Source: an optimization exercise on an open RTL-to-GDS flow (aim: small area, a short achievable clock period and few clock cycles). Production flows keep margins and buffers that such runs may drop.
At most, simulation tests tie the RTL to the original design; equivalence was not proved.
Only the layout flow was run in run 7; the RTL was not checked for function there.
Power is estimated from default activity; no workload was simulated.

**flow/flow/run.sh**
```bash
#!/bin/bash
# Layout flow: the standard flow's own layout (standard.sh, with the standard synthesis
# unchanged), run with plain buffers rather than delay cells on the ports
# and a deeper setup margin for the timing repair steps.
set -euo pipefail
export BUFFER_PORTS_ARGS="-buffer_cell sky130_fd_sc_hd__buf_4"
export SETUP_SLACK_MARGIN=5.3
bash standard.sh > standard.log 2>&1
```
**flow/standard.sh**
```bash
#!/bin/bash
# synth_recipe.tcl (not shown) runs the flow's synth.tcl, then flattens the netlist and writes it again
# the make line also repeats each setting of config.mk as NAME=value (left out here)
make -C /OpenROAD-flow-scripts/flow DESIGN_CONFIG=/design/flow/config.mk WORK_HOME=/design/flow/orfs CLKGATE_MAP_FILE= SYNTH_SCRIPT=/design/flow/synth_recipe.tcl "${@:-finish}"
```
**flow/config.mk**
```make
export PLATFORM = sky130hd
export DESIGN_NAME = mips32
export DESIGN_NICKNAME = mips32
export VERILOG_FILES = /design/flow/design.v
export SDC_FILE = /design/flow/constraint.sdc
export NUM_CORES = 8
export LEC_CHECK = 0
export CAP_MARGIN = 20
export CORE_MARGIN = 2
export CORE_UTILIZATION = 40
export CTS_CLUSTER_DIAMETER = 100
export CTS_CLUSTER_SIZE = 20
export SLEW_MARGIN = 20
```
**flow/constraint.sdc**
```tcl
create_clock -name core_clock -period 8.0 [get_ports {clk}]
set_input_delay 1.6000 -clock core_clock [delete_from_list [all_inputs] [get_ports {clk}]]
set_output_delay 1.6000 -clock core_clock [all_outputs]
set_load 0.01 [all_outputs]
```
**flow/design.v**
```verilog
module mips32(
  input clk,
  input rst,
  output [9:0] imem_addr,
  input [31:0] imem_rdata,
  output [9:0] dmem_addr,
  output [31:0] dmem_wdata,
  output dmem_we,
  output dmem_re,
  input [31:0] dmem_rdata,
  output halted
);
  localparam NB = 4;       
  reg [9:0] fpc;           
  reg v_q, pred_q;         
  reg [9:0] pc_q;
  reg v_id, pred_id;       
  reg [9:0] pc_id;
  reg [31:0] ir;
  reg [31:1] sa, sb;       
  reg stop;                
  reg halt_r;
  reg [NB-1:0] bt_v;
  reg [9:0] bt_pc [0:NB-1];
  reg [9:0] bt_tg [0:NB-1];
  reg [1:0] bt_ptr;
  reg v_ex, ld_ex, st_ex, br_ex, bnez_ex, wr_ex, pred_ex;
  reg f_arith, f_cin, f_slt, f_xor, f_and, f_or;
  reg [4:0] rd_ex;
  reg [31:0] Ax, Bx;
  reg [9:0] Tx;            
  reg [9:0] pc_ex;
  reg ld_mem, wr_mem, we_mem, re_mem;
  reg [4:0] rd_mem;
  reg [31:0] alu_mem, d_mem;
  reg [9:0] addr_mem;
  reg ld_wb, wr_wb;
  reg [4:0] rd_wb;
  reg [31:0] alu_wb;
  reg [31:0] rf [1:31];
  wire [31:0] w_data = ld_wb ? dmem_rdata : alu_wb;
  wire [31:0] opa = Ax;
  wire [31:0] opb = Bx;
  wire [33:0] sum2 = {1'b0, opa, 1'b1} + {1'b0, opb, f_cin};   
  wire [32:0] sum = sum2[33:1];
  wire [31:0] alux = ({32{f_arith}} & sum[31:0])
                   | ({32{f_slt}} & {31'd0, sum[32]})
                   | ({32{f_xor}} & (opa ^ opb))
                   | ({32{f_and}} & (opa & opb))
                   | ({32{f_or}}  & (opa | opb));
  wire taken = bnez_ex ^ (opa == 32'd0);
  wire misp = v_ex & br_ex & (taken ^ pred_ex);
  wire [9:0] fix_pc = taken ? Tx : pc_ex + 10'd1;
  wire bt_alloc = v_ex & br_ex & taken & ~pred_ex;
  wire [5:0] op  = ir[31:26];
  wire [4:0] rd  = ir[25:21];
  wire [4:0] rs1 = ir[20:16];
  wire [4:0] rs2 = ir[15:11];
  wire [4:0] rsb = op[5] ? rd : rs2;       
  wire is_alu = ~op[5] & (op[3:0] <= 4'd5);
  wire is_ld  = (op == 6'b110000);
  wire is_st  = (op == 6'b110001);
  wire is_br  = (op[5:1] == 5'b11010);
  wire is_hlt = (op == 6'b111111);
  wire is_imm = ~op[5] & op[4];
  wire use_a  = is_alu | is_ld | is_st | is_br;
  wire use_b  = (is_alu & ~op[4]) | is_st;
  reg a_ex, a_mem, a_wb, a_rf, b_imm, b_ex, b_mem, b_wb, b_rf, hz;
  wire stall = v_id & ~stop & hz;
  wire live = v_id & ~stop & ~misp;
  reg [31:0] ra, rb;
  integer k;
  always @(*) begin
    ra = 32'd0;
    rb = 32'd0;
    for (k = 1; k < 32; k = k + 1) begin
      ra = ra | ({32{sa[k]}} & rf[k]);
      rb = rb | ({32{sb[k]}} & rf[k]);
    end
  end
  wire is_inv = ~op[5] & ((op[3:0] == 4'd1) | (op[3:0] == 4'd5));    
  wire [31:0] simm = {{16{ir[15]}}, ir[15:0]};
  wire [9:0] target = pc_id + 10'd1 + ir[9:0];
  reg bt_hit;
  reg [9:0] bt_next;
  always @(*) begin
    bt_hit = 1'b0;
    bt_next = fpc + 10'd1;
    for (k = 0; k < NB; k = k + 1)
      if (bt_v[k] & (bt_pc[k] == fpc)) begin
        bt_hit = 1'b1;
        bt_next = bt_tg[k];
      end
  end
  wire drop = stall & v_q;
  wire [31:0] ir_in = imem_rdata;
  wire [4:0] rs1_in = ir_in[20:16];
  wire [4:0] rsb_in = ir_in[31] ? ir_in[25:21] : ir_in[15:11];
  wire [5:0] op_in = ir_in[31:26];
  wire alu_in = ~op_in[5] & (op_in[3:0] <= 4'd5);
  wire use_a_in = alu_in | (op_in == 6'b110000) | (op_in == 6'b110001) | (op_in[5:1] == 5'b11010);
  wire use_b_in = (alu_in & ~op_in[4]) | (op_in == 6'b110001);
  wire [4:0] rs1_n = stall ? rs1 : rs1_in;
  wire [4:0] rsb_n = stall ? rsb : rsb_in;
  wire use_a_n = stall ? use_a : use_a_in;
  wire use_b_n = stall ? use_b : use_b_in;
  wire issue = v_id & ~stop & ~stall;      
  wire wr_id = (is_alu | is_ld) & (rd != 5'd0);
  wire ex_a_n  = issue & wr_id & (rd == rs1_in);
  wire ex_b_n  = issue & wr_id & (rd == rsb_in);
  wire mem_a_n = v_ex & wr_ex & (rd_ex == rs1_n);
  wire mem_b_n = v_ex & wr_ex & (rd_ex == rsb_n);
  wire wb_a_n  = wr_mem & (rd_mem == rs1_n);
  wire wb_b_n  = wr_mem & (rd_mem == rsb_n);
  wire hz_n = (is_ld & ((use_a_in & ex_a_n) | (use_b_in & ex_b_n))) |
              (ld_ex & ((use_a_n & mem_a_n) | (use_b_n & mem_b_n)));
  wire imm_in = ~op_in[5] & op_in[4];
  wire imm_n = stall ? is_imm : imm_in;
  reg [31:1] sa_n, sb_n;
  always @(*)
    for (k = 1; k < 32; k = k + 1) begin
      sa_n[k] = (rs1_n == k);
      sb_n[k] = (rsb_n == k);
    end
  assign imem_addr = fpc;
  always @(posedge clk) begin
    if (rst) begin
      fpc <= 10'd0;
      v_q <= 1'b0;
      v_id <= 1'b0;
      stop <= 1'b0;
      halt_r <= 1'b0;
      v_ex <= 1'b0;
      wr_mem <= 1'b0;
      we_mem <= 1'b0;
      re_mem <= 1'b0;
      wr_wb <= 1'b0;
      bt_v <= {NB{1'b0}};
      bt_ptr <= 2'd0;
    end
    else begin
      fpc <= misp ? fix_pc : drop ? pc_q : bt_next;
      v_q <= ~misp & ~drop;
      if (misp) v_id <= 1'b0;
      else if (~stall) v_id <= v_q;
      if (live & ~stall & is_hlt) stop <= 1'b1;
      halt_r <= stop;
      v_ex <= live & ~stall & use_a;
      wr_mem <= v_ex & wr_ex;
      we_mem <= v_ex & st_ex;
      re_mem <= v_ex & ld_ex;
      wr_wb <= wr_mem;
      if (bt_alloc) begin
        bt_v[bt_ptr] <= 1'b1;
        bt_ptr <= bt_ptr + 2'd1;
      end
    end
    a_ex  <= ex_a_n;
    a_mem <= ~ex_a_n & mem_a_n;
    a_wb  <= ~ex_a_n & ~mem_a_n & wb_a_n;
    a_rf  <= ~ex_a_n & ~mem_a_n & ~wb_a_n;
    b_imm <= imm_n;
    b_ex  <= ~imm_n & ex_b_n;
    b_mem <= ~imm_n & ~ex_b_n & mem_b_n;
    b_wb  <= ~imm_n & ~ex_b_n & ~mem_b_n & wb_b_n;
    b_rf  <= ~imm_n & ~ex_b_n & ~mem_b_n & ~wb_b_n;
    hz <= hz_n;
    sa <= sa_n;
    sb <= sb_n;
    pc_q <= fpc;
    pred_q <= bt_hit;
    if (~stall) begin
      ir <= ir_in;
      pc_id <= pc_q;
      pred_id <= pred_q;
    end
    if (bt_alloc) begin
      bt_pc[bt_ptr] <= pc_ex;
      bt_tg[bt_ptr] <= Tx;
    end
    ld_ex <= is_ld;
    st_ex <= is_st;
    br_ex <= is_br;
    bnez_ex <= op[0];
    pred_ex <= pred_id;
    pc_ex <= pc_id;
    wr_ex <= wr_id;
    rd_ex <= rd;
    f_arith <= ~op[5] & ((op[3:0] == 4'd0) | (op[3:0] == 4'd1));
    f_cin <= ~op[5] & (op[3:0] == 4'd1);
    f_xor <= ~op[5] & (op[3:0] == 4'd2);
    f_and <= ~op[5] & (op[3:0] == 4'd3);
    f_or  <= ~op[5] & (op[3:0] == 4'd4);
    f_slt <= ~op[5] & (op[3:0] == 4'd5);
    Ax <= ({32{a_ex}} & alux) | ({32{a_mem}} & alu_mem) | ({32{a_wb}} & w_data) | ({32{a_rf}} & ra);
    Bx <= {32{is_inv}} ^ (({32{b_imm}} & simm) | ({32{b_ex}} & alux) | ({32{b_mem}} & alu_mem)
                          | ({32{b_wb}} & w_data) | ({32{b_rf}} & rb));
    Tx <= is_br ? target : ir[9:0];
    ld_mem <= ld_ex;
    rd_mem <= rd_ex;
    alu_mem <= alux;
    d_mem <= opb;
    addr_mem <= opa[9:0] + Tx;
    ld_wb <= ld_mem;
    rd_wb <= rd_mem;
    alu_wb <= alu_mem;
    if (wr_wb) rf[rd_wb] <= w_data;
  end
  assign dmem_addr  = addr_mem;
  assign dmem_wdata = d_mem;
  assign dmem_we    = we_mem;
  assign dmem_re    = re_mem;
  assign halted     = halt_r;
endmodule
```
==> impl_metrics.csv, run 1 <==
group,metric,value,unit
synthesis,synth_common_cells,"1115 x edfxtp_1, 327 x a221oi_1, 327 x dfxtp_1, 313 x a22o_1, 290 x a22oi_1",
finish,drive_gt1_frac,0.197,
synthesis,synth_area_per_cell,13.9,µm²
routing,routed_via_density,7.44,
synthesis,synth.most_common_cell,"edfxtp_1",
synthesis,synth_nets,4463,
timing,worst_slack,5.01,ns
synthesis,synth.distinct_cells,88,
routing,drt_iter0_markers,10500,
finish,area_growth,14.7,%
global_routing,grt.total_usage,0.344,
synthesis,ys_top_cells_by_area,"edfxtp_1 56%, dfxtp_1 11%, a221oi_1 4.8%, a22o_1 4.6%, a22oi_1 3.6%",
timing,fin_skew,0.0336,ns
synthesis,syn_area,59800,µm²
die,die-area,153000,µm²
synthesis,synth_top_area_share,0.560,
finish,fin_util,0.463,
global_routing,grt_max_degree,47,
power,irDropWorstVdd,0.000165,V
status,status,"complete, no violations",
clock_network,cts_inserted_buffers,82,
clock_network,cts_sinks,1442,
global_routing,grt_pass1_vias,44500,
die,die_height,391,µm
synthesis,netlist_instances,4304,
clock_network,clk_path_buf_depth,3,
synthesis,async_flop_share,0,
setup_path,worstReg2RegStart,"f_cin$_DFF_P_",
flow_run,maxCapViolCount,0,
timing,tightestPinTransition,1.17,ns
clock_network,worstSkewPairLatency,0.73,ns
routing,route.final.wire_length,273000,µm
timing,finalHoldViolations,0,
clock_network,htree_num_levels,3,
clock_network,cts_tree,"built",
setup_path,cp-end-kind,"flip-flop",
place,routabilityCongestion,0.944,
setup_path,critPathMaxFanout,4,
finish,fin_nets,4604,
setup_path,cp.required,8.64,ns
power,fin_total_pwr,15.4,mW
synthesis,synth_edf_count,1115,
setup_path,regToRegEndpoint,"alu_mem[27]$_DFF_P_",
power,p_leak,23.1,nW
global_routing,grt_antenna_before_repair,14,
timing,relSlewSlack,0.222,
timing,fmax,0.335,GHz
die,coreArea,148000,µm²
synthesis,yosys.area.top_type,"edfxtp_1",
synthesis,ys.flop_type,"edfxtp_1",
timing,finalSetupTns,0,ns
setup_path,r2r_cells,10,
timing,min_period_over_period,0.373,
synthesis,synth_warnings,1,
routing,ant_nets,0,
timing,rsz0062_at_grt,"yes",
setup_path,crit_type,"reg -> reg",
synthesis,ys_ff_latch,1442,
die,initial_utilization,0.404,
die,io_pins,121,
global_routing,grt_first_pass_wirelength,364000,µm
place,place_hpwl,144000,µm
setup_path,cp.arrival,3.63,ns
die,num_rows,141,
routing,dr_total_vias,47800,
place,portBuffers,120,
place,dp_slack,4.03,ns
clock_network,clkSlewWorstSetupHoldPaths,0.09,ns
routing,wire_per_inst,42.5,µm
power,p_per_area,224,nW/µm²
hold_path,min_from,"ld_mem$_DFF_P_",
setup_path,crit_path_start_kind,"flip-flop",
routing,first_pass_iters,11,
clock_network,cts_root_buf,"clkbuf_16",
timing,drv_slew,0,
finish,fillerInstances,12800,
global_routing,grt-ovfl-total,0,
routing,drc,0,
setup_path,r2r_slack,5.01,ns
setup_path,crit_end,"alu_mem[27]$_DFF_P_",
die,die_x,391,µm
timing,finalSetupViolCount,0,
synthesis,yosysSeqAreaShare,0.669,
hold_path,min_path_type,"reg -> reg",
timing,period_needed,2.99,ns
setup_path,cp-startpoint,"f_cin$_DFF_P_",
## power breakdown
part,switching (mW),internal [mW]
combinational,1.41,0.885
clock,2.49,1.98
sequential,0.247,8.35
## per-layer routing
layer,wire length (µm),global-route usage,vias up
li1,-,-,17900
met2,114000,0.509,5192
met5,437,0.00415,-
met1,87800,0.408,23200
met4,23700,0.225,22
met3,46800,0.150,1509
## worst min path at each step
stage,slack [ns],to,depth (start not counted)
after floorplan,0.31,ld_wb$_DFF_P_,0
after global placement,0.32,ld_wb$_DFF_P_,0
after detailed placement,0.32,ld_wb$_DFF_P_,0
after CTS,0.34,ld_wb$_DFF_P_,0
after global routing,0.35,ld_wb$_DFF_P_,0
final,0.33,ld_wb$_DFF_P_,0
## cells in the final DEF, fill, tap and decap left out, drive strengths merged, types with 8 or more instances in the layout
master,Yosys,layout
a21o,22,22
a21oi,110,110
a221o,11,11
a221oi,328,328
a222oi,107,107
a22o,313,313
a22oi,290,290
a31oi,14,14
a41oi,8,8
and2,13,17
and3,14,14
buf,50,339
clkbuf,239,122
dfxtp,327,327
diode,0,11
edfxtp,1115,1115
ha,90,90
inv,104,105
mux2,42,42
mux2i,32,32
nand2,178,178
nand2b,12,12
nand3,143,143
nand3b,9,9
nand4,99,99
nor2,172,172
nor2b,9,9
nor3,22,22
nor4,18,18
o211ai,13,13
o21ai,100,100
o21bai,12,12
or3,8,8
or4,34,34
xnor2,112,112
xor2,45,45
## worst max-delay path: stages (launching register included)
cell,delay (ns)
dfxtp_2,0.34
fa_2,0.40
a21o_4,0.24
a311oi_4,0.28
o41a_1,0.31
a21o_1,0.23
a21oi_4,0.12
a221o_1,0.40
a211oi_4,0.32
nor2_1,0.09
a21o_1,0.15
## cells by family (layout without fill, tap and decap cells)
group,after synthesis,in the layout,share of synthesized area
adders and majority gates,93,93,0.0198
AOI/OAI and AO/OA,1397,1397,0.188
buffers and inverters,394,573,0.0254
and+or+nand+nor,747,752,0.0617
xor gates and xnor gates,157,157,0.0231
muxes,74,74,0.0133
other,0,11,0
DFF,1442,1442,0.669
## final cells by class
class	count	area (µm²)	area share
clock buffers	121	2240	0.0327
multi-input cells	2473	19900	0.290
inverters	105	405	0.00591
diodes	11	27.5	0.000401
flip-flops and latches	1442	40300	0.588
well taps	1930	2410	0.0352
clock inverters	6	76.3	0.00111
repair buffers	341	3180	0.0463
## sequential cells by signal, summed over array words and instances (netlist names), 31 cells and up
register  cells
bt_tg        40
Bx           32
sa           31
alu_mem      32
bt_pc        40
rf          992
alu_wb       32
ir           32
Ax           32
sb           31
d_mem        32
## through the flow
stage          hold WS (ns)  cell area (µm²)  instances
2_1_floorplan         0.310            60000       4304
3_3_place_gp          0.320            63300       6174
3_5_place_dp          0.324            63300       6174
4_1_cts               0.338            67500       6366
5_1_grt               0.346            68600       6420
6_report              0.333            68600       6429
## what timing repair did
item | CTS | global route
endpoints found under the setup margin | 373 | 269
setup buffers | 63 | 47
pin swaps | 81 | 87
hold buffers | 0 | 0
resized for setup | 363 | 188
cloned | 2 | 5
Testbench counts, summed over its fixed seeds: cycles 271,754.
==> run 2: changes to the inputs <==
==> flow/flow/run.sh (replaced) <==
#!/bin/bash
# Layout flow: the standard flow's own layout (standard.sh, with the standard synthesis
# unchanged), run with plain buffers rather than delay cells on the ports
# and a deeper setup margin for the timing repair steps. After the
# floorplan, gates of drive strength 0 are replaced by their drive 1
# versions (same function and, mostly, the same area), which hold up
# better once the wires are routed.
set -euo pipefail
export BUFFER_PORTS_ARGS="-buffer_cell sky130_fd_sc_hd__buf_4"
export SETUP_SLACK_MARGIN=5.0
RES=orfs/results/sky130hd/mips32/base
bash standard.sh synth > standard_synth.log 2>&1
bash standard.sh "$PWD/$RES/2_1_floorplan.odb" > standard_floorplan.log 2>&1
ODB="$PWD/$RES/2_1_floorplan.odb" openroad -no_splash -exit flow/swap0.tcl > swap0.log 2>&1
bash standard.sh > standard.log 2>&1
==> flow/flow/swap0.tcl (new file) <==
read_liberty /OpenROAD-flow-scripts/flow/platforms/sky130hd/lib/sky130_fd_sc_hd__tt_025C_1v80.lib
read_db $::env(ODB)
set n 0
foreach inst [[ord::get_db_block] getInsts] {
  set m [[$inst getMaster] getName]
  if {[regexp {^(sky130_fd_sc_hd__[a-z0-9]+)_0$} $m -> base]} {
    replace_cell [$inst getName] ${base}_1
    incr n
  }
}
puts "swapped $n cells from drive 0 to drive 1"
write_db $::env(ODB)
==> impl_metrics.csv, run 2 <==
group,metric,value,unit
routing,drc,0,
setup_path,crit_family,"compound AO/OA/AOI/OAI gates",
global_routing,grt_pass1_vias,43600,
setup_path,crit_buf_inv,1,
finish,final_common_cell,"edfxtp_1",
routing,wire_per_inst,41.6,µm
synthesis,yosys.area.top_type,"edfxtp_1",
setup_path,path_cells,"buf_4 > a22o_1 > a221oi_1 > nand4_1 > o21ai_1 > nand2_1 > a21oi_1 > xnor2_1",
timing,finalSetupTns,0,ns
synthesis,synth_warnings,1,
global_routing,grt_max_degree,47,
power,power_frac_seq,0.570,
clock_network,htree_num_levels,3,
finish,multi_input_area,19100,µm²
timing,rsz0062_at_grt,"yes",
clock_network,cts_sinks,1442,
finish,fillerInstances,13000,
clock_network,clkSlewWorstSetupHoldPaths,0.09,ns
finish,layout_common_cells,"1115 x edfxtp_1, 327 x a221oi_1, 313 x a22o_1",
synthesis,ys.flop_type,"edfxtp_1",
finish,largest_reg_flops,992,
routing,first_pass_iters,10,
status,status,"complete, no violations",
die,die-area,153000,µm²
setup_path,cp.arrival,3.72,ns
finish,reg.largest.list,"rf: 992 flops, bt_pc: 40 flops, bt_tg: 40 flops",
power,fin_total_pwr,15.0,mW
synthesis,synth_nets,4463,
synthesis,synth_common_cells,"1115 x edfxtp_1, 327 x a221oi_1, 327 x dfxtp_1, 313 x a22o_1, 290 x a22oi_1",
timing,drv_slew,0,
finish,fin_nets,4511,
setup_path,max_stage_delay,0.79,ns
timing,relSlewSlack,0.230,
global_routing,grt.total_usage,0.334,
place,portBuffers,120,
synthesis,netlist_instances,4304,
synthesis,synth.distinct_cells,88,
setup_path,crit_type,"reg -> reg",
finish,seq_area,40200,µm²
setup_path,critPathMaxFanout,22,
synthesis,syn_area,59800,µm²
hold_path,min_path_type,"reg -> reg",
synthesis,async_flop_share,0,
power,pwr-share-clk,0.298,
power,comb_power_share,0.133,
place,place_hpwl,142000,µm
die,die_height,391,µm
synthesis,synth_area_per_cell,13.9,µm²
timing,finalHoldViolations,0,
die,num_rows,141,
power,p_switching,4.03,mW
setup_path,cp_slowest_cell,"o21ai_1",
routing,dr_total_vias,46700,
timing,finalSetupViolCount,0,
place,routabilityCongestion,0.961,
power,irDropWorstVdd,0.000194,V
setup_path,crit_path_start_kind,"flip-flop",
power,power.internal,11.0,mW
timing,fin_skew,0.0348,ns
synthesis,synth_top_area_share,0.560,
synthesis,ys_top_cells_by_area,"edfxtp_1 56%, dfxtp_1 11%, a221oi_1 4.8%, a22o_1 4.6%, a22oi_1 3.6%",
die,coreArea,148000,µm²
setup_path,cp-end-kind,"flip-flop",
global_routing,grt_first_pass_wirelength,354000,µm
timing,period_needed,3.12,ns
routing,drt_iter0_markers,10000,
die,initial_utilization,0.404,
die,io_pins,121,
clock_network,cts_inserted_buffers,82,
routing,route.final.wire_length,263000,µm
timing,timing.hold.ws,0.350,ns
finish,regMostFlops,"rf",
clock_network,cts_tree,"built",
synthesis,ys_ff_latch,1442,
routing,routed_via_density,7.37,
clock_network,worstSkewPairLatency,0.75,ns
power,p_leak,22.3,nW
global_routing,grt_antenna_before_repair,15,
timing,min_period_over_period,0.391,
die,die_x,391,µm
synthesis,synth.most_common_cell,"edfxtp_1",
synthesis,yosysSeqAreaShare,0.669,
power,p_per_area,226,nW/µm²
clock_network,clk_path_buf_depth,3,
finish,area_growth,11.0,%
synthesis,synth_edf_count,1115,
setup_path,cp.required,8.60,ns
routing,ant_nets,0,
flow_run,maxCapViolCount,0,
finish,drive_gt1_frac,0.143,
timing,tightestPinTransition,1.16,ns
power,swShare,0.268,
global_routing,grt-ovfl-total,0,
timing,fmax,0.320,GHz
clock_network,cts_root_buf,"clkbuf_16",
[run 2: path summary, 6_finish.rpt]
kind / from / to / slack, ns / cells past startpoint
worst min-delay path: pred_id$_DFFE_PN_ / pred_ex$_DFF_P_ / 0.35 / 0
worst max-delay path: sb[17]$_DFF_P_ / Bx[8]$_DFF_P_ / 4.88 / 8
worst max register to register: sb[17]$_DFF_P_ / Bx[8]$_DFF_P_ / 4.88 / 8
worst min register to register: pred_id$_DFFE_PN_ / pred_ex$_DFF_P_ / 0.35 / 0
[run 2: final cells by class]
cell class,count,share of cell area
flip-flops and latches,1442,0.606
multi-input cells,2469,0.287
well taps,1930,0.0364
clock buffers,119,0.0338
repair buffers,252,0.0293
inverters,105,0.00596
clock inverters,7,0.00124
diodes,12,0.000452
[run 2: worst register-to-register path, delay by kind of cell (launching register included)]
| kind | cells | cell delay [ns] |
|---|---|---|
| flops | 1 | 0.49 |
| simple gates | 2 | 0.34 |
| buf+inv | 1 | 0.41 |
| compound gates | 4 | 1.66 |
| xor+xnor | 1 | 0.08 |
[run 2: what timing repair did]
action,in CTS,in global routing
hold buffers,0,0
gates cloned,0,1
gates resized for setup,77,78
pin swaps,14,23
setup buffers,24,6
endpoints found under the setup margin,205,140
[run 2: routing by layer]
metal	global-route usage	vias up	routed length (µm)
li1	-	17700	-
met1	0.394	22600	85400
met2	0.503	4924	113000
met3	0.136	1442	42700
met4	0.222	18	22500
met5	0	-	130
[run 2: cells by family (layout without fill, tap and decap cells)]
family	after synthesis	after routing	share of synthesized area
AOI/OAI and AO/OA	1397	1397	0.188
buffers and inverters	394	483	0.0254
DFF	1442	1442	0.669
adders and majority gates	93	93	0.0198
and+or+nand+nor	747	748	0.0617
muxes	74	74	0.0133
other	0	12	0
xor gates and xnor gates	157	157	0.0231
[run 2: metrics by stage]
step / util / cells / area (µm²) / setup slack (ns)
after floorplan: - / 4304 / 59900 / 4.61
after global placement: 0.426 / 6167 / 63200 / 4.07
after detailed placement: 0.426 / 6167 / 63200 / 4.02
after CTS: 0.445 / 6317 / 66000 / 4.89
after global routing: 0.448 / 6325 / 66300 / 4.89
final: 0.448 / 6336 / 66400 / 4.88
[run 2: power groups by stage]
| stage | sequential, mW | clock (mW) | combinational, mW |
|---|---|---|---|
| final | 8.56 | 4.47 | 1.99 |
| after global routing | 8.57 | 4.70 | 2.09 |
| after CTS | 8.55 | 4.46 | 1.84 |
| after detailed placement | 8.72 | 0 | 1.76 |
| after global placement | 8.72 | 0 | 1.75 |
| after floorplan | 8.62 | 0 | 1.05 |
==> run 3: changes to the inputs <==
--- a/flow/flow/run.sh
+++ b/flow/flow/run.sh
@@ -7,7 +7,7 @@
 # better once the wires are routed.
 set -euo pipefail
 export BUFFER_PORTS_ARGS="-buffer_cell sky130_fd_sc_hd__buf_4"
-export SETUP_SLACK_MARGIN=5.0
+export SETUP_SLACK_MARGIN=5.5
 RES=orfs/results/sky130hd/mips32/base
 bash standard.sh synth > standard_synth.log 2>&1
 bash standard.sh "$PWD/$RES/2_1_floorplan.odb" > standard_floorplan.log 2>&1
==> impl_metrics.csv, run 3 <==
group,metric,value,unit
finish,final_area,70200,µm²
global_routing,grt_antenna_before_repair,13,
finish,fin_nets,4676,
synthesis,ys_top_cells_by_area,"edfxtp_1 56%, dfxtp_1 11%, a221oi_1 4.8%, a22o_1 4.6%, a22oi_1 3.6%",
synthesis,yosys.area.top_type,"edfxtp_1",
routing,drt_iter0_markers,10600,
place,dp.cells,6171,
synthesis,synth_common_cells,"1115 x edfxtp_1, 327 x a221oi_1, 327 x dfxtp_1, 313 x a22o_1, 290 x a22oi_1",
power,fin_total_pwr,15.5,mW
synthesis,yosysSeqAreaShare,0.669,
finish,regMostFlops,"rf",
synthesis,synth_edf_count,1115,
die,die_height,391,µm
finish,instances_no_fill,6503,
setup_path,critPathMaxFanout,26,
timing,timing.hold.ws,0.314,ns
die,num_rows,141,
timing,relSlewSlack,0.258,
finish,reg.largest.list,"rf: 992 flops, bt_pc: 40 flops, bt_tg: 40 flops",
routing,ant_nets,0,
synthesis,synth.distinct_cells,88,
clock_network,clkSlewWorstSetupHoldPaths,0.09,ns
clock_network,cts_root_buf,"clkbuf_16",
finish,fin_util,0.474,
setup_path,crit_path_start_kind,"flip-flop",
place,portBuffers,120,
routing,drc,0,
clock_network,cts_sinks,1442,
setup_path,r2r_slack,5.02,ns
hold_path,min_path_type,"reg -> reg",
timing,fin_skew,0.0283,ns
routing,route.final.wire_length,275000,µm
timing,rsz0062_at_grt,"yes",
global_routing,grt_pass1_vias,44300,
place,routabilityCongestion,0.953,
synthesis,synth.most_common_cell,"edfxtp_1",
finish,drive_gt1_frac,0.227,
place,place_hpwl,142000,µm
power,p_per_area,221,nW/µm²
global_routing,grt_max_degree,47,
synthesis,ys_ff_latch,1442,
clock_network,worstSkewPairLatency,0.74,ns
timing,finalHoldViolations,0,
die,die_x,391,µm
synthesis,synth_area_per_cell,13.9,µm²
timing,fmax,0.335,GHz
power,irDropWorstVdd,0.000209,V
die,initial_utilization,0.404,
synthesis,ys.flop_type,"edfxtp_1",
timing,drv_slew,0,
setup_path,crit_type,"reg -> reg",
setup_path,cp.arrival,3.59,ns
routing,routed_via_density,7.40,
clock_network,holdBufCountCts,0,
global_routing,grt_first_pass_wirelength,364000,µm
synthesis,synth_top_area_share,0.560,
die,io_pins,121,
place,dp_slack,4.22,ns
timing,tightestPinTransition,1.11,ns
clock_network,cts_inserted_buffers,82,
synthesis,netlist_instances,4304,
global_routing,grt-ovfl-total,0,
routing,first_pass_iters,13,
clock_network,cts_tree,"built",
finish,layout_common_cells,"1115 x edfxtp_1, 313 x a22o_1, 300 x a221oi_1",
synthesis,synth_warnings,1,
status,status,"complete, no violations",
finish,area_growth,17.4,%
timing,worst_slack,5.02,ns
timing,finalSetupViolCount,0,
flow_run,maxCapViolCount,0,
timing,finalSetupTns,0,ns
die,die-area,153000,µm²
finish,largest_reg_flops,992,
routing,wire_per_inst,42.3,µm
setup_path,cp.required,8.61,ns
die,coreArea,148000,µm²
synthesis,synth_nets,4463,
power,p_leak,23.8,nW
clock_network,htree_num_levels,3,
place,dpl_cell_area,63600,µm²
synthesis,async_flop_share,0,
global_routing,grt.total_usage,0.344,
clock_network,clk_path_buf_depth,3,
timing,period_needed,2.98,ns
routing,dr_total_vias,48200,
finish,final_common_cell,"edfxtp_1",
timing,min_period_over_period,0.373,
synthesis,syn_area,59800,µm²
setup_path,cp-end-kind,"flip-flop",
[run 3: layout make-up]
cell class              instances  area (µm²)
diodes                         10        25.0
clock buffers                 123        2250
clock inverters                 7        82.6
fillers                     12700       78000
inverters                     105         402
multi-input cells            2483       20600
flip-flops and latches       1442       40300
well taps                    1930        2410
repair buffers                403        4060
[run 3: what timing repair did]
action	CTS	global route
setup buffers	79	87
pin swaps	100	107
endpoints found under the setup margin	556	468
gates cloned	6	19
gates resized for setup	431	203
[run 3: power by group]
part,switching [mW],total (mW),internal (mW)
registers,0.224,8.57,8.35
logic,1.49,2.46,0.975
clock network,2.54,4.50,1.96
total,4.25,15.5,11.3
[run 3: logic make-up (layout without fill, tap and decap cells)]
kind of cell | Yosys count | count (layout) | synth area share
XOR/XNOR | 157 | 157 | 0.0231
other | 0 | 10 | 0
buffers and inverters | 394 | 638 | 0.0254
multiplexers | 74 | 74 | 0.0133
adder cells (fa/ha/maj) | 93 | 93 | 0.0198
flip-flops | 1442 | 1442 | 0.669
AND/OR/NAND/NOR | 747 | 762 | 0.0617
AO/OA/AOI/OAI | 1397 | 1397 | 0.188
[run 3: final timing paths]
check	start	end	cells after the start
setup / recovery	sb[26]$_DFF_P_	Bx[27]$_DFF_P_	8
hold / removal	ld_mem$_DFF_P_	ld_wb$_DFF_P_	0
setup reg to reg	sb[26]$_DFF_P_	Bx[27]$_DFF_P_	8
hold reg to reg	ld_mem$_DFF_P_	ld_wb$_DFF_P_	0
[run 3: critical path: stages, from the launching register on]
cell,delay [ns]
dfxtp_2,0.46
buf_4,0.41
a22o_1,0.31
a221oi_1,0.24
nand3_1,0.14
or4_1,0.66
a221oi_2,0.36
o31ai_2,0.12
xnor2_1,0.13
[run 3: routing by layer]
metal | vias up | global-route usage | routed length [µm]
li1 | 18000 | - | -
met1 | 23500 | 0.416 | 89700
met2 | 5106 | 0.504 | 115000
met3 | 1475 | 0.144 | 46300
met4 | 20 | 0.221 | 23500
met5 | - | 0.00989 | 564
==> run 4: changes to the inputs <==
--- a/flow/flow/run.sh
+++ b/flow/flow/run.sh
@@ -7,7 +7,7 @@
 # better once the wires are routed.
 set -euo pipefail
 export BUFFER_PORTS_ARGS="-buffer_cell sky130_fd_sc_hd__buf_4"
-export SETUP_SLACK_MARGIN=5.5
+export SETUP_SLACK_MARGIN=5.3
 RES=orfs/results/sky130hd/mips32/base
 bash standard.sh synth > standard_synth.log 2>&1
 bash standard.sh "$PWD/$RES/2_1_floorplan.odb" > standard_floorplan.log 2>&1
==> impl_metrics.csv, run 4 <==
group,metric,value,unit
status,status,"complete, no violations",
power,fin_total_pwr,15.4,mW
synthesis,synth_top_area_share,0.560,
synthesis,netlist_instances,4304,
setup_path,crit_path_start_kind,"flip-flop",
synthesis,synth_nets,4463,
clock_network,worstSkewPairLatency,0.78,ns
setup_path,crit_type,"reg -> reg",
synthesis,async_flop_share,0,
timing,finalHoldViolations,0,
routing,route.final.wire_length,270000,µm
synthesis,synth_common_cells,"1115 x edfxtp_1, 327 x a221oi_1, 327 x dfxtp_1, 313 x a22o_1, 290 x a22oi_1",
finish,regMostFlops,"rf",
power,swShare,0.271,
place,dpl_cell_area,63300,µm²
setup_path,cp.required,8.64,ns
timing,period_needed,2.96,ns
place,routabilityCongestion,0.951,
setup_path,cp.arrival,3.60,ns
die,io_pins,121,
power,pwr-share-clk,0.294,
finish,area_growth,14.4,%
global_routing,grt_first_pass_wirelength,362000,µm
finish,reg.largest.list,"rf: 992 flops, bt_pc: 40 flops, bt_tg: 40 flops",
routing,dr_total_vias,47400,
die,initial_utilization,0.404,
flow_run,maxCapViolCount,0,
synthesis,yosys.area.top_type,"edfxtp_1",
synthesis,synth.most_common_cell,"edfxtp_1",
finish,fin_nets,4595,
timing,fmax,0.338,GHz
timing,finalSetupTns,0,ns
synthesis,ys_top_cells_by_area,"edfxtp_1 56%, dfxtp_1 11%, a221oi_1 4.8%, a22o_1 4.6%, a22oi_1 3.6%",
synthesis,ys_ff_latch,1442,
power,comb_power_share,0.151,
synthesis,syn_area,59800,µm²
die,coreArea,148000,µm²
timing,tightestPinTransition,1.11,ns
routing,first_pass_iters,10,
power,p_leak,23.0,nW
timing,timing.hold.ws,0.337,ns
synthesis,synth_area_per_cell,13.9,µm²
clock_network,cts_inserted_buffers,82,
routing,drc,0,
clock_network,clk_path_buf_depth,3,
routing,drt_iter0_markers,10900,
clock_network,cts_root_buf,"clkbuf_16",
synthesis,ys.flop_type,"edfxtp_1",
power,irDropWorstVdd,0.000199,V
die,die-area,153000,µm²
routing,routed_via_density,7.38,
power,p_per_area,226,nW/µm²
finish,final_area,68400,µm²
synthesis,synth_edf_count,1115,
global_routing,grt_max_degree,47,
die,die_height,391,µm
power,p_switching,4.19,mW
global_routing,grt-ovfl-total,0,
setup_path,cp-end-kind,"flip-flop",
finish,layout_common_cells,"1115 x edfxtp_1, 321 x a221oi_1, 313 x a22o_1",
die,die_x,391,µm
clock_network,cts_tree,"built",
routing,wire_per_inst,42.0,µm
synthesis,synth.distinct_cells,88,
power,power.internal,11.3,mW
place,portBuffers,120,
global_routing,grt_antenna_before_repair,14,
clock_network,cts_sinks,1442,
timing,relSlewSlack,0.261,
finish,largest_reg_flops,992,
timing,drv_slew,0,
power,power_frac_seq,0.556,
global_routing,grt.total_usage,0.342,
timing,fin_skew,0.0600,ns
timing,min_period_over_period,0.370,
clock_network,clkSlewWorstSetupHoldPaths,0.09,ns
clock_network,htree_num_levels,3,
timing,rsz0062_at_grt,"yes",
synthesis,yosysSeqAreaShare,0.669,
finish,final_common_cell,"edfxtp_1",
routing,ant_nets,0,
die,num_rows,141,
place,place_hpwl,142000,µm
setup_path,critPathMaxFanout,18,
finish,drive_gt1_frac,0.196,
synthesis,synth_warnings,1,
timing,finalSetupViolCount,0,
global_routing,grt_pass1_vias,44500,
hold_path,min_path_type,"reg -> reg",
==> run 4: final timing paths <==
path | endpoint | slack [ns] | start | cells after the start
setup / recovery | Bx[15]$_DFF_P_ | 5.04 | sb[29]$_DFF_P_ | 8
hold / removal | ld_wb$_DFF_P_ | 0.34 | ld_mem$_DFF_P_ | 0
setup reg to reg | Bx[15]$_DFF_P_ | 5.04 | sb[29]$_DFF_P_ | 8
hold reg to reg | ld_wb$_DFF_P_ | 0.34 | ld_mem$_DFF_P_ | 0
==> run 4: layout make-up <==
class,instances,area [µm²]
fill,12900,79700
sequential,1442,40300
multi-input combinational,2471,19900
timing repair buffer,334,2970
tap,1930,2410
clock buffer,121,2260
inverter,105,400
clock inverter,7,111
antenna,12,30.0
==> run 4: worst max-delay path, cell delays in order (launching register included) <==
cell	delay (ns)
dfxtp_2	0.58
buf_4	0.44
a22o_1	0.30
a221oi_1	0.24
nand4_1	0.18
o21ai_1	0.66
nand2_1	0.17
a21oi_2	0.16
xnor2_1	0.07
==> run 4: per-layer routing <==
metal  GRT usage  share of wire
met4       0.226          0.084
met1       0.409           0.33
met3       0.140           0.16
met5      0.0172         0.0012
met2       0.505           0.42
==> run 4: kinds of logic after synthesis <==
family,count (synthesis),share of synthesized area
AO/OA/AOI/OAI,1397,0.188
XOR/XNOR,157,0.0231
adder cells (fa/ha/maj),93,0.0198
buffers and inverters,394,0.0254
flip-flops,1442,0.669
multiplexers,74,0.0133
AND/OR/NAND/NOR,747,0.0617
==> run 4: stage by stage <==
| step | cells | worst slack [ns] | util |
|---|---|---|---|
| finish | 6422 | 5.04 | 0.462 |
| global route | 6412 | 5.00 | 0.462 |
| CTS | 6361 | 5.03 | 0.455 |
| detailed placement | 6172 | 4.03 | 0.427 |
| global placement | 6172 | 3.98 | 0.427 |
| floorplan | 4304 | 4.61 | - |
==> run 4: timing repair <==
| action | 4_1_cts | 5_1_grt |
|---|---|---|
| hold buffers | 0 | 0 |
| buffers inserted | 59 | 48 |
| resized for setup | 364 | 128 |
| cloned | 2 | 1 |
| setup endpoints to repair | 377 | 170 |
| pin swaps | 83 | 71 |
==> run 4: power by group through the flow <==
stage	clock network, mW	registers, mW	logic [mW]
after floorplan	0	8.62	1.06
after global routing	4.77	8.60	2.41
after CTS	4.51	8.58	2.08
final	4.53	8.58	2.33
after global placement	0	8.72	1.75
after detailed placement	0	8.72	1.76
==> run 5: changes to the inputs <==
--- a/flow/design.v
+++ b/flow/design.v
@@ -15,6 +15,7 @@
   reg v_q, pred_q;         
   reg [9:0] pc_q;
   reg v_id, pred_id;       
+  reg bth_id;              
   reg [9:0] pc_id;
   reg [31:0] ir;
   reg [31:1] sa, sb;       
@@ -24,7 +25,7 @@
   reg [9:0] bt_pc [0:NB-1];
   reg [9:0] bt_tg [0:NB-1];
   reg [1:0] bt_ptr;
-  reg v_ex, ld_ex, st_ex, br_ex, bnez_ex, wr_ex, pred_ex;
+  reg v_ex, ld_ex, st_ex, br_ex, bnez_ex, wr_ex, pred_ex, bth_ex;
   reg f_arith, f_cin, f_slt, f_xor, f_and, f_or;
   reg [4:0] rd_ex;
   reg [31:0] Ax, Bx;
@@ -51,7 +52,7 @@
   wire taken = bnez_ex ^ (opa == 32'd0);
   wire misp = v_ex & br_ex & (taken ^ pred_ex);
   wire [9:0] fix_pc = taken ? Tx : pc_ex + 10'd1;
-  wire bt_alloc = v_ex & br_ex & taken & ~pred_ex;
+  wire bt_alloc = v_ex & br_ex & taken & ~bth_ex;
   wire [5:0] op  = ir[31:26];
   wire [4:0] rd  = ir[25:21];
   wire [4:0] rs1 = ir[20:16];
@@ -94,6 +95,8 @@
   end
   wire drop = stall & v_q;
   wire [31:0] ir_in = imem_rdata;
+  wire dec_tk = v_q & ~stall & ~pred_q & (ir_in[31:27] == 5'b11010) & ir_in[15];
+  wire [9:0] dec_tg = pc_q + 10'd1 + ir_in[9:0];
   wire [4:0] rs1_in = ir_in[20:16];
   wire [4:0] rsb_in = ir_in[31] ? ir_in[25:21] : ir_in[15:11];
   wire [5:0] op_in = ir_in[31:26];
@@ -139,8 +142,8 @@
       bt_ptr <= 2'd0;
     end
     else begin
-      fpc <= misp ? fix_pc : drop ? pc_q : bt_next;
-      v_q <= ~misp & ~drop;
+      fpc <= misp ? fix_pc : drop ? pc_q : dec_tk ? dec_tg : bt_next;
+      v_q <= ~misp & ~drop & ~dec_tk;
       if (misp) v_id <= 1'b0;
       else if (~stall) v_id <= v_q;
       if (live & ~stall & is_hlt) stop <= 1'b1;
@@ -172,7 +175,8 @@
     if (~stall) begin
       ir <= ir_in;
       pc_id <= pc_q;
-      pred_id <= pred_q;
+      pred_id <= pred_q | dec_tk;
+      bth_id <= pred_q;
     end
     if (bt_alloc) begin
       bt_pc[bt_ptr] <= pc_ex;
@@ -183,6 +187,7 @@
     br_ex <= is_br;
     bnez_ex <= op[0];
     pred_ex <= pred_id;
+    bth_ex <= bth_id;
     pc_ex <= pc_id;
     wr_ex <= wr_id;
     rd_ex <= rd;
==> impl_metrics.csv, run 5 <==
group,metric,value,unit
synthesis,synth.most_common_cell,"edfxtp_1",
global_routing,grt_max_degree,46,
power,p_leak,23.3,nW
global_routing,grt_antenna_before_repair,19,
setup_path,cp_slowest_cell,"dfxtp_4",
setup_path,cp.arrival,1.26,ns
routing,route.final.wire_length,272000,µm
synthesis,netlist_instances,4354,
global_routing,grt-ovfl-total,0,
place,portBuffers,120,
setup_path,r2r_slack,5.14,ns
die,io_pins,121,
synthesis,ys.flop_type,"edfxtp_1",
routing,dr_total_vias,48000,
routing,drc,0,
timing,timing.hold.ws,0.331,ns
finish,regMostFlops,"rf",
timing,min_period_over_period,0.357,
setup_path,cp-startpoint,"fpc[7]$_SDFF_PP0_",
timing,rsz0062_at_grt,"yes",
timing,fmax,0.350,GHz
synthesis,synth_warnings,1,
setup_path,max_stage_delay,0.40,ns
clock_network,htree_num_levels,3,
timing,tightestPinTransition,1.15,ns
routing,ant_nets,0,
die,num_rows,142,
setup_path,regToRegEndpoint,"Ax[31]$_DFF_P_",
timing,finalHoldViolations,0,
timing,drv_slew,0,
clock_network,cts_sinks,1444,
finish,reg.largest.list,"rf: 992 flops, bt_pc: 40 flops, bt_tg: 40 flops",
synthesis,ys_ff_latch,1444,
finish,fin_nets,4677,
setup_path,crit_buf_inv,1,
place,place_hpwl,142000,µm
global_routing,grt.total_usage,0.342,
setup_path,cp.required,6.40,ns
routing,drt_iter0_markers,10300,
synthesis,synth_top_area_share,0.558,
place,routabilityCongestion,0.933,
finish,layout_common_cells,"1116 x edfxtp_1, 316 x a22oi_1, 308 x a221oi_1",
die,die-area,153000,µm²
setup_path,r2r_cells,11,
timing,relSlewSlack,0.236,
clock_network,cts_tree,"built",
hold_path,min_path_type,"reg -> reg",
clock_network,clkSlewWorstSetupHoldPaths,0.09,ns
synthesis,synth_edf_count,1116,
setup_path,worst-path-stages,1,
die,coreArea,150000,µm²
setup_path,critPathMaxFanout,2,
routing,routed_via_density,7.29,
setup_path,worstReg2RegStart,"Ax[6]$_DFF_P_",
finish,drive_gt1_frac,0.203,
timing,finalSetupTns,0,ns
clock_network,cts_root_buf,"clkbuf_16",
routing,wire_per_inst,41.3,µm
synthesis,syn_area,60100,µm²
power,irDropWorstVdd,0.000181,V
status,status,"complete, no violations",
synthesis,yosysSeqAreaShare,0.667,
finish,fillerInstances,13100,
timing,finalSetupViolCount,0,
setup_path,cp-end-kind,"output port",
setup_path,crit_type,"reg -> out",
synthesis,yosys.area.top_type,"edfxtp_1",
clock_network,cts_inserted_buffers,82,
setup_path,crit_family,"flip-flops",
finish,fin_util,0.463,
global_routing,grt_first_pass_wirelength,363000,µm
global_routing,grt_pass1_vias,44800,
synthesis,synth_area_per_cell,13.8,µm²
setup_path,crit_end,"imem_addr[7]",
timing,period_needed,2.86,ns
setup_path,crit_path_start_kind,"flip-flop",
synthesis,synth_common_cells,"1116 x edfxtp_1, 328 x dfxtp_1, 326 x a221oi_1, 317 x a22oi_1, 305 x a22o_1",
timing,fin_skew,0.0422,ns
routing,first_pass_iters,12,
place,dp.cells,6312,
finish,instances_no_fill,6585,
clock_network,worstSkewPairLatency,0.76,ns
finish,final_common_cell,"edfxtp_1",
die,die_height,392,µm
flow_run,maxCapViolCount,0,
finish,area_growth,15.3,%
synthesis,async_flop_share,0,
clock_network,clk_path_buf_depth,3,
synthesis,ys_top_cells_by_area,"edfxtp_1 56%, dfxtp_1 11%, a221oi_1 4.8%, a22o_1 4.4%, a22oi_1 4.0%",
setup_path,path_cells,"buf_6",
die,initial_utilization,0.402,
finish,largest_reg_flops,992,
synthesis,synth.distinct_cells,74,
power,p_per_area,222,nW/µm²
synthesis,synth_nets,4523,
die,die_x,392,µm
run 5: changes by cell type after synthesis, moves of 9 or more:
cell,before,now
a211oi_1,6,18
nor2_1,172,163
ha_1,90,99
nand2_1,178,187
mux2i_1,32,23
xnor2_1,111,126
a22oi_1,290,317
o21ai_0,90,113
buf_1,32,23
run 5: area by class of cell:
| class | count | area, µm² | share of cell area |
|---|---|---|---|
| multi-input combinational | 2521 | 20300 | 0.293 |
| inverter | 108 | 423 | 0.00610 |
| sequential | 1444 | 40400 | 0.583 |
| clock inverter | 5 | 70.1 | 0.00101 |
| antenna | 12 | 30.0 | 0.000433 |
| clock buffer | 128 | 2270 | 0.0327 |
| tap | 2016 | 2520 | 0.0364 |
| timing repair buffer | 351 | 3280 | 0.0474 |
run 5: timing repair:
action                     CTS  global route
pin swaps                   80           103
setup endpoints to repair  385           173
hold endpoints to repair     0             0
resized for setup          336           206
buffers inserted            60            62
cloned                       4             2
hold buffers                 0             0
run 5: worst min path at each step:
| stage | from | endpoint | slack (ns) | cells past startpoint |
|---|---|---|---|---|
| 2_1_floorplan | ld_mem$_DFF_P_ | ld_wb$_DFF_P_ | 0.31 | 0 |
| 3_3_place_gp | ld_mem$_DFF_P_ | ld_wb$_DFF_P_ | 0.32 | 0 |
| 3_5_place_dp | ld_mem$_DFF_P_ | ld_wb$_DFF_P_ | 0.32 | 0 |
| 4_1_cts | ld_mem$_DFF_P_ | ld_wb$_DFF_P_ | 0.33 | 0 |
| 5_1_grt | ld_mem$_DFF_P_ | ld_wb$_DFF_P_ | 0.34 | 0 |
| 6_report | ld_mem$_DFF_P_ | ld_wb$_DFF_P_ | 0.33 | 0 |
run 5: logic make-up (layout without fill, tap and decap cells):
family | after synthesis | count (layout) | synth area share
compound gates | 1414 | 1414 | 0.187
flops | 1444 | 1444 | 0.667
mux | 62 | 62 | 0.0111
other cells | 0 | 12 | 0
buf+inv | 392 | 592 | 0.0251
fa+ha+maj | 103 | 103 | 0.0219
simple gates | 772 | 775 | 0.0639
xor+xnor | 167 | 167 | 0.0243
run 5: where the power goes:
group,switching [mW],internal (mW)
logic,1.41,0.928
registers,0.228,8.34
clock network,2.52,1.99
run 5: stage by stage:
step | setup slack [ns] | cell area (µm²) | total power [mW]
floorplan | 4.58 | 60400 | 9.65
global placement | 3.98 | 63800 | 10.4
detailed placement | 3.99 | 63800 | 10.4
CTS | 5.13 | 68000 | 15.1
global route | 5.04 | 69300 | 15.8
finish | 5.14 | 69300 | 15.4
run 5: per-layer routing:
| metal | track usage | routed length, µm | part of all wire |
|---|---|---|---|
| met5 | 0 | 232 | 0.00085 |
| met4 | 0.217 | 23200 | 0.085 |
| met3 | 0.139 | 45400 | 0.17 |
| met2 | 0.502 | 113000 | 0.42 |
| met1 | 0.417 | 89600 | 0.33 |
Testbench counts of run 5, summed over its fixed seeds: cycles 269,294.
==> run 6: changes to the inputs <==
--- a/flow/config.mk
+++ b/flow/config.mk
@@ -7,7 +7,8 @@
 export LEC_CHECK = 0
 export CAP_MARGIN = 20
 export CORE_MARGIN = 2
-export CORE_UTILIZATION = 40
+export CORE_UTILIZATION = 55
 export CTS_CLUSTER_DIAMETER = 100
 export CTS_CLUSTER_SIZE = 20
+export PLACE_DENSITY = 0.65
 export SLEW_MARGIN = 20
==> impl_metrics.csv, run 6 <==
group,metric,value,unit
timing,relSlewSlack,0.237,
power,irDropWorstVdd,0.000207,V
synthesis,yosysSeqAreaShare,0.667,
finish,layout_common_cells,"1116 x edfxtp_1, 316 x a22oi_1, 312 x a221oi_1",
place,dp.cells,5710,
timing,finalSetupViolCount,0,
die,die_height,335,µm
clock_network,clk_path_buf_depth,3,
synthesis,synth_area_per_cell,13.8,µm²
synthesis,ys_top_cells_by_area,"edfxtp_1 56%, dfxtp_1 11%, a221oi_1 4.8%, a22o_1 4.4%, a22oi_1 4.0%",
synthesis,synth.distinct_cells,74,
finish,final_area,67900,µm²
clock_network,clkSlewWorstSetupHoldPaths,0.09,ns
synthesis,synth_top_area_share,0.558,
place,place_hpwl,131000,µm
synthesis,ys_ff_latch,1444,
global_routing,grt_max_degree,43,
finish,fillerInstances,8086,
flow_run,maxCapViolCount,0,
hold_path,min_path_type,"reg -> reg",
setup_path,cp.required,8.62,ns
finish,multi_input_area,20200,µm²
finish,final_common_cell,"edfxtp_1",
setup_path,r2r_cells,12,
finish,area_growth,12.9,%
synthesis,synth.most_common_cell,"edfxtp_1",
power,power.internal,11.2,mW
synthesis,synth_edf_count,1116,
die,die-area,112000,µm²
finish,instances_no_fill,5929,
die,initial_utilization,0.553,
synthesis,netlist_instances,4354,
finish,fin_nets,4632,
setup_path,crit_end,"fpc[8]$_SDFF_PP0_",
timing,fmax,0.337,GHz
finish,reg.largest.list,"rf: 992 flops, bt_pc: 40 flops, bt_tg: 40 flops",
die,coreArea,109000,µm²
timing,drv_slew,0,
finish,regMostFlops,"rf",
die,die_x,335,µm
clock_network,worstSkewPairLatency,0.72,ns
clock_network,cts_root_buf,"clkbuf_16",
routing,drt_iter0_markers,10800,
clock_network,htree_num_levels,3,
setup_path,crit_path_start_kind,"input pin",
setup_path,critPathMaxFanout,2,
clock_network,cts_inserted_buffers,82,
finish,largest_reg_flops,992,
setup_path,cp-end-kind,"flip-flop",
synthesis,syn_area,60100,µm²
power,pwr-share-clk,0.290,
finish,seq_area,40400,µm²
timing,rsz0062_at_grt,"yes",
timing,finalHoldViolations,0,
synthesis,synth_warnings,1,
timing,min_period_over_period,0.371,
timing,fin_skew,0.0228,ns
finish,drive_gt1_frac,0.189,
routing,routed_via_density,8.07,
global_routing,grt_pass1_vias,44300,
die,io_pins,121,
power,power_frac_seq,0.561,
synthesis,async_flop_share,0,
timing,finalSetupTns,0,ns
global_routing,grt.total_usage,0.450,
power,p_per_area,225,nW/µm²
clock_network,holdBufCountCts,0,
setup_path,r2r_slack,5.09,ns
global_routing,grt_first_pass_wirelength,349000,µm
status,status,"complete, no violations",
setup_path,crit_type,"in -> reg",
synthesis,synth_common_cells,"1116 x edfxtp_1, 328 x dfxtp_1, 326 x a221oi_1, 317 x a22oi_1, 305 x a22o_1",
setup_path,cp.arrival,3.59,ns
power,comb_power_share,0.149,
setup_path,worstReg2RegStart,"Ax[14]$_DFF_P_",
timing,period_needed,2.97,ns
setup_path,regToRegEndpoint,"Ax[25]$_DFF_P_",
synthesis,synth_nets,4523,
clock_network,cts_tree,"built",
routing,first_pass_iters,9,
clock_network,cts_sinks,1444,
timing,tightestPinTransition,1.14,ns
setup_path,cp-startpoint,"imem_rdata[0]",
routing,ant_nets,0,
synthesis,ys.flop_type,"edfxtp_1",
die,num_rows,121,
place,dpl_cell_area,63000,µm²
power,swShare,0.267,
global_routing,grt-ovfl-total,0,
place,portBuffers,120,
power,p_switching,4.07,mW
routing,drc,0,
routing,dr_total_vias,47800,
power,p_leak,22.9,nW
routing,route.final.wire_length,260000,µm
global_routing,grt_antenna_before_repair,11,
routing,wire_per_inst,43.8,µm
place,routabilityCongestion,0.929,
synthesis,yosys.area.top_type,"edfxtp_1",
## run 6: how the worst min path moves through the flow
stage / from / to / slack [ns] / depth (start not counted)
floorplan: ld_mem$_DFF_P_ / ld_wb$_DFF_P_ / 0.31 / 0
global placement: bth_id$_DFFE_PN_ / bth_ex$_DFF_P_ / 0.32 / 0
detailed placement: ld_mem$_DFF_P_ / ld_wb$_DFF_P_ / 0.33 / 0
CTS: ld_mem$_DFF_P_ / ld_wb$_DFF_P_ / 0.34 / 0
global route: ld_mem$_DFF_P_ / ld_wb$_DFF_P_ / 0.35 / 0
finish: ld_mem$_DFF_P_ / ld_wb$_DFF_P_ / 0.34 / 0
## run 6: per-layer routing
metal	GRT usage	wire, µm
met2	0.635	105000
met4	0.292	22800
met3	0.217	47100
met1	0.550	84700
met5	0.00261	434
## run 6: stage by stage
stage | util | setup slack (ns) | power [mW] | hold slack, ns
2_1_floorplan | - | 4.58 | 9.65 | 0.310
3_3_place_gp | 0.580 | 4.21 | 10.4 | 0.324
3_5_place_dp | 0.580 | 4.15 | 10.4 | 0.326
4_1_cts | 0.613 | 5.02 | 14.9 | 0.341
5_1_grt | 0.624 | 4.92 | 15.6 | 0.349
6_report | 0.624 | 5.03 | 15.3 | 0.338
## run 6: area by class of cell
type / count / share of cell area
timing repair buffer: 305 / 0.0406
sequential: 1444 / 0.595
antenna: 11 / 0.000406
clock inverter: 5 / 0.000608
tap: 1414 / 0.0261
clock buffer: 120 / 0.0333
inverter: 108 / 0.00623
multi-input combinational: 2522 / 0.298
## run 6: cell families after synthesis
group | share of synthesized area
muxes | 0.0111
adders and majority gates | 0.0219
AOI/OAI and AO/OA | 0.187
and+or+nand+nor | 0.0639
xor gates and xnor gates | 0.0243
buffers and inverters | 0.0251
DFF | 0.667
## run 6: power by group through the flow
stage	Sequential (mW)	Clock, mW	Combinational [mW]
2_1_floorplan	8.62	0	1.03
3_3_place_gp	8.69	0	1.71
3_5_place_dp	8.70	0	1.72
4_1_cts	8.54	4.39	1.95
5_1_grt	8.57	4.65	2.36
6_report	8.56	4.43	2.27
## run 6: worst max-delay path, cell delays in order
cell	delay [ns]
buf_12	0.11
inv_12	0.04
ha_4	0.11
inv_2	0.04
fa_2	0.34
a21o_1	0.23
a21oi_2	0.15
o21bai_1	0.11
a21oi_2	0.19
o21ai_1	0.10
and4_1	0.17
nor3_2	0.18
a21oi_1	0.08
a211oi_1	0.15
## run 6: what timing repair did
action	CTS	global route
cloned	2	3
resized for setup	269	199
pin swaps	54	88
endpoints found under the setup margin	217	197
setup buffers	48	30
==> run 7: changes to the inputs <==
--- a/flow/design.v
+++ b/flow/design.v
@@ -15,7 +15,6 @@
   reg v_q, pred_q;         
   reg [9:0] pc_q;
   reg v_id, pred_id;       
-  reg bth_id;              
   reg [9:0] pc_id;
   reg [31:0] ir;
   reg [31:1] sa, sb;       
@@ -25,7 +24,7 @@
   reg [9:0] bt_pc [0:NB-1];
   reg [9:0] bt_tg [0:NB-1];
   reg [1:0] bt_ptr;
-  reg v_ex, ld_ex, st_ex, br_ex, bnez_ex, wr_ex, pred_ex, bth_ex;
+  reg v_ex, ld_ex, st_ex, br_ex, bnez_ex, wr_ex, pred_ex;
   reg f_arith, f_cin, f_slt, f_xor, f_and, f_or;
   reg [4:0] rd_ex;
   reg [31:0] Ax, Bx;
@@ -52,7 +51,7 @@
   wire taken = bnez_ex ^ (opa == 32'd0);
   wire misp = v_ex & br_ex & (taken ^ pred_ex);
   wire [9:0] fix_pc = taken ? Tx : pc_ex + 10'd1;
-  wire bt_alloc = v_ex & br_ex & taken & ~bth_ex;
+  wire bt_alloc = v_ex & br_ex & taken & ~pred_ex;
   wire [5:0] op  = ir[31:26];
   wire [4:0] rd  = ir[25:21];
   wire [4:0] rs1 = ir[20:16];
@@ -93,10 +92,7 @@
         bt_next = bt_tg[k];
       end
   end
-  wire drop = stall & v_q;
   wire [31:0] ir_in = imem_rdata;
-  wire dec_tk = v_q & ~stall & ~pred_q & (ir_in[31:27] == 5'b11010) & ir_in[15];
-  wire [9:0] dec_tg = pc_q + 10'd1 + ir_in[9:0];
   wire [4:0] rs1_in = ir_in[20:16];
   wire [4:0] rsb_in = ir_in[31] ? ir_in[25:21] : ir_in[15:11];
   wire [5:0] op_in = ir_in[31:26];
@@ -115,8 +111,15 @@
   wire mem_b_n = v_ex & wr_ex & (rd_ex == rsb_n);
   wire wb_a_n  = wr_mem & (rd_mem == rs1_n);
   wire wb_b_n  = wr_mem & (rd_mem == rsb_n);
-  wire hz_n = (is_ld & ((use_a_in & ex_a_n) | (use_b_in & ex_b_n))) |
-              (ld_ex & ((use_a_n & mem_a_n) | (use_b_n & mem_b_n)));
+  wire eqa_id = rd == rs1_in;
+  wire eqb_id = op_in[5] ? (rd == ir_in[25:21]) : (rd == ir_in[15:11]);
+  wire eqa_ex = rd_ex == rs1_in;
+  wire eqb_ex = op_in[5] ? (rd_ex == ir_in[25:21]) : (rd_ex == ir_in[15:11]);
+  wire hz_in = (issue & is_ld & wr_id & ((use_a_in & eqa_id) | (use_b_in & eqb_id))) |
+               (v_ex & ld_ex & wr_ex & ((use_a_in & eqa_ex) | (use_b_in & eqb_ex)));
+  wire hz_st = v_ex & ld_ex & wr_ex & ((use_a & (rd_ex == rs1)) | (use_b & (rd_ex == rsb)));
+  wire hz_n = stall ? hz_st : hz_in;
+  wire hold = ~stop & (stall ? v_id & hz_st : v_q & hz_in);
   wire imm_in = ~op_in[5] & op_in[4];
   wire imm_n = stall ? is_imm : imm_in;
   reg [31:1] sa_n, sb_n;
@@ -142,8 +145,8 @@
       bt_ptr <= 2'd0;
     end
     else begin
-      fpc <= misp ? fix_pc : drop ? pc_q : dec_tk ? dec_tg : bt_next;
-      v_q <= ~misp & ~drop & ~dec_tk;
+      fpc <= misp ? fix_pc : hold ? fpc : bt_next;
+      v_q <= ~misp;
       if (misp) v_id <= 1'b0;
       else if (~stall) v_id <= v_q;
       if (live & ~stall & is_hlt) stop <= 1'b1;
@@ -175,8 +178,7 @@
     if (~stall) begin
       ir <= ir_in;
       pc_id <= pc_q;
-      pred_id <= pred_q | dec_tk;
-      bth_id <= pred_q;
+      pred_id <= pred_q;
     end
     if (bt_alloc) begin
       bt_pc[bt_ptr] <= pc_ex;
@@ -187,7 +189,6 @@
     br_ex <= is_br;
     bnez_ex <= op[0];
     pred_ex <= pred_id;
-    bth_ex <= bth_id;
     pc_ex <= pc_id;
     wr_ex <= wr_id;
     rd_ex <= rd;
--- a/flow/config.mk
+++ b/flow/config.mk
@@ -7,8 +7,7 @@
 export LEC_CHECK = 0
 export CAP_MARGIN = 20
 export CORE_MARGIN = 2
-export CORE_UTILIZATION = 55
+export CORE_UTILIZATION = 40
 export CTS_CLUSTER_DIAMETER = 100
 export CTS_CLUSTER_SIZE = 20
-export PLACE_DENSITY = 0.65
 export SLEW_MARGIN = 20
==> impl_metrics.csv, run 7 <==
group,metric,value,unit
place,dpl_cell_area,63700,µm²
hold_path,hold_path_depth,0,
synthesis,yosysSeqAreaShare,0.666,
routing,drt_iter0_markers,10700,
synthesis,synth.most_common_cell,"edfxtp_1",
timing,worst_slack,4.97,ns
place,portBuffers,120,
routing,dr_total_vias,47700,
clock_network,cts_sinks,1442,
die,die_height,392,µm
synthesis,synth_common_cells,"1115 x edfxtp_1, 331 x a221oi_1, 327 x dfxtp_1, 315 x a22o_1, 281 x a22oi_1",
finish,reg.largest.list,"rf: 992 flops, bt_pc: 40 flops, bt_tg: 40 flops",
finish,fillerInstances,13100,
setup_path,regToRegEndpoint,"Bx[30]$_DFF_P_",
synthesis,netlist_instances,4368,
timing,min_period_over_period,0.379,
finish,regMostFlops,"rf",
finish,seq_area,40300,µm²
synthesis,async_flop_share,0,
power,power_frac_seq,0.557,
synthesis,yosys.area.top_type,"edfxtp_1",
timing,finalSetupViolCount,0,
setup_path,cp.required,8.62,ns
global_routing,grt_max_degree,35,
clock_network,cts_tree,"built",
die,initial_utilization,0.402,
finish,fin_nets,4673,
global_routing,grt.total_usage,0.339,
timing,tightestPinTransition,1.19,ns
power,pwr-share-clk,0.290,
finish,layout_common_cells,"1115 x edfxtp_1, 324 x a221oi_1, 315 x a22o_1",
hold_path,min_from,"ld_mem$_DFF_P_",
timing,drv_slew,0,
finish,area_growth,14.9,%
power,p_leak,22.9,nW
global_routing,grt_pass1_vias,44700,
routing,drc,0,
clock_network,clkSlewWorstSetupHoldPaths,0.08,ns
routing,wire_per_inst,41.0,µm
die,die_x,392,µm
finish,final_common_cell,"edfxtp_1",
timing,rsz0062_at_grt,"yes",
flow_run,maxCapViolCount,0,
timing,fmax,0.330,GHz
finish,final_area,69100,µm²
clock_network,clk_path_buf_depth,3,
die,num_rows,142,
setup_path,cp.arrival,3.66,ns
routing,first_pass_iters,16,
global_routing,grt_antenna_before_repair,15,
timing,period_needed,3.03,ns
timing,relSlewSlack,0.206,
global_routing,grt-ovfl-total,0,
synthesis,synth_top_area_share,0.557,
synthesis,synth_area_per_cell,13.8,µm²
setup_path,crit_path_start_kind,"input pin",
power,power.internal,11.2,mW
routing,ant_nets,0,
synthesis,ys_ff_latch,1442,
power,p_per_area,224,nW/µm²
clock_network,cts_root_buf,"clkbuf_16",
finish,largest_reg_flops,992,
setup_path,worstReg2RegStart,"sb[25]$_DFF_P_",
finish,multi_input_area,20300,µm²
synthesis,synth_warnings,1,
routing,route.final.wire_length,270000,µm
setup_path,crit_type,"in -> reg",
power,p_switching,4.21,mW
die,io_pins,121,
power,irDropWorstVdd,0.000161,V
place,place_hpwl,139000,µm
synthesis,ys_top_cells_by_area,"edfxtp_1 56%, dfxtp_1 11%, a221oi_1 4.8%, a22o_1 4.6%, a22oi_1 3.5%",
power,swShare,0.273,
setup_path,cp-end-kind,"flip-flop",
timing,finalSetupTns,0,ns
status,status,"complete, no violations",
clock_network,htree_num_levels,3,
global_routing,grt_first_pass_wirelength,360000,µm
synthesis,synth.distinct_cells,85,
synthesis,syn_area,60100,µm²
place,routabilityCongestion,0.950,
hold_path,holdPathEnd,"ld_wb$_DFF_P_",
power,comb_power_share,0.154,
hold_path,min_path_type,"reg -> reg",
place,dp_slack,4.14,ns
timing,finalHoldViolations,0,
synthesis,synth_nets,4527,
setup_path,critPathMaxFanout,5,
synthesis,ys.flop_type,"edfxtp_1",
die,die-area,153000,µm²
timing,timing.hold.ws,0.328,ns
timing,fin_skew,0.0451,ns
setup_path,r2r_cells,9,
setup_path,r2r_slack,5.08,ns
routing,routed_via_density,7.24,
clock_network,cts_inserted_buffers,82,
finish,drive_gt1_frac,0.195,
die,coreArea,150000,µm²
synthesis,synth_edf_count,1115,
clock_network,worstSkewPairLatency,0.75,ns
==> run 7: changes by cell type after synthesis, moves of 11 or more <==
cell,delta
nand2_1,+11
a22oi_1,-36
a21o_1,-11
clkbuf_1,+14
o211ai_1,+17
==> run 7: layout make-up <==
| type | instances | area share |
|---|---|---|
| Sequential cell | 1442 | 0.584 |
| Multi-Input combinational cell | 2531 | 0.293 |
| Timing Repair Buffer | 348 | 0.0463 |
| Tap cell | 2016 | 0.0365 |
| Clock buffer | 127 | 0.0322 |
| Inverter | 107 | 0.00594 |
| Clock inverter | 7 | 0.00136 |
| Timing Repair inverter | 2 | 0.000181 |
| Antenna cell | 3 | 0.000109 |
==> run 7: per-stage QoR <==
stage	util	power (mW)	std cells
3_5_place_dp	0.426	10.5	6314
5_1_grt	0.462	15.8	6581
6_report	0.462	15.4	6583
4_1_cts	0.454	15.1	6533
3_3_place_gp	0.426	10.5	6314
2_1_floorplan	-	9.73	4368
==> run 7: per-layer routing <==
layer	vias to the layer above	wire [µm]	part of all wire	global-route usage
met5	-	336	0.0012	0.00478
met3	1506	45600	0.17	0.144
met2	4870	111000	0.41	0.492
li1	18100	-	-	-
met4	22	24800	0.092	0.229
met1	23200	88800	0.33	0.408
==> run 7: cells by family (layout without fill, tap and decap cells) <==
kind of cell               Yosys count  count (layout)  share of synthesized area
DFF                               1442            1442                      0.666
AOI/OAI and AO/OA                 1413            1413                      0.187
and+or+nand+nor                    784             791                     0.0656
buffers and inverters              402             591                     0.0255
xor gates and xnor gates           173             173                     0.0252
adders and majority gates           93              93                     0.0197
muxes                               61              61                     0.0109
other                                0               3                          0
==> run 7: timing repair <==
action,4_1_cts,5_1_grt
hold buffers,0,0
hold endpoints to repair,0,0
pin swaps,78,84
cloned,8,3
setup endpoints to repair,460,232
buffers inserted,77,44
gates resized for setup,337,165
==> run 7: worst max path at each step <==
stage / start / end / slack [ns] / cells after the start
after global routing: imem_rdata[31] / fpc[4]$_SDFFE_PP0P_ / 4.93 / 11
after floorplan: imem_rdata[31] / fpc[4]$_SDFFE_PP0P_ / 4.52 / 11
final: imem_rdata[31] / fpc[4]$_SDFFE_PP0P_ / 4.97 / 9
after CTS: imem_rdata[31] / fpc[4]$_SDFFE_PP0P_ / 5.02 / 10
after detailed placement: imem_rdata[31] / fpc[4]$_SDFFE_PP0P_ / 4.14 / 9
after global placement: imem_rdata[31] / fpc[3]$_SDFFE_PP0P_ / 4.13 / 9
==> run 7: power groups by stage <==
stage / Combinational [mW] / Clock (mW) / Sequential, mW
5_1_grt: 2.47 / 4.71 / 8.61
4_1_cts: 2.09 / 4.44 / 8.59
3_5_place_dp: 1.76 / 0 / 8.75
2_1_floorplan: 1.08 / 0 / 8.65
3_3_place_gp: 1.74 / 0 / 8.75
6_report: 2.37 / 4.47 / 8.60
==> run 7: worst max-delay path, cell delays in order <==
cell	delay (ns)
buf_12	0.11
mux2i_2	0.39
xnor2_1	0.11
or4_4	0.49
a21oi_2	0.14
a32o_2	0.25
and3_4	0.30
a21oi_4	0.04
o21ba_4	0.22

Re-timed with assumed drivers on the ports (clkbuf_16 on the clock, buf_2 on other inputs), run 7 has 4.920 ns of setup slack against 4.966 ns with ideal ports, and 4.099 ns once port delays also move by the mid clock arrival of 0.821 ns.
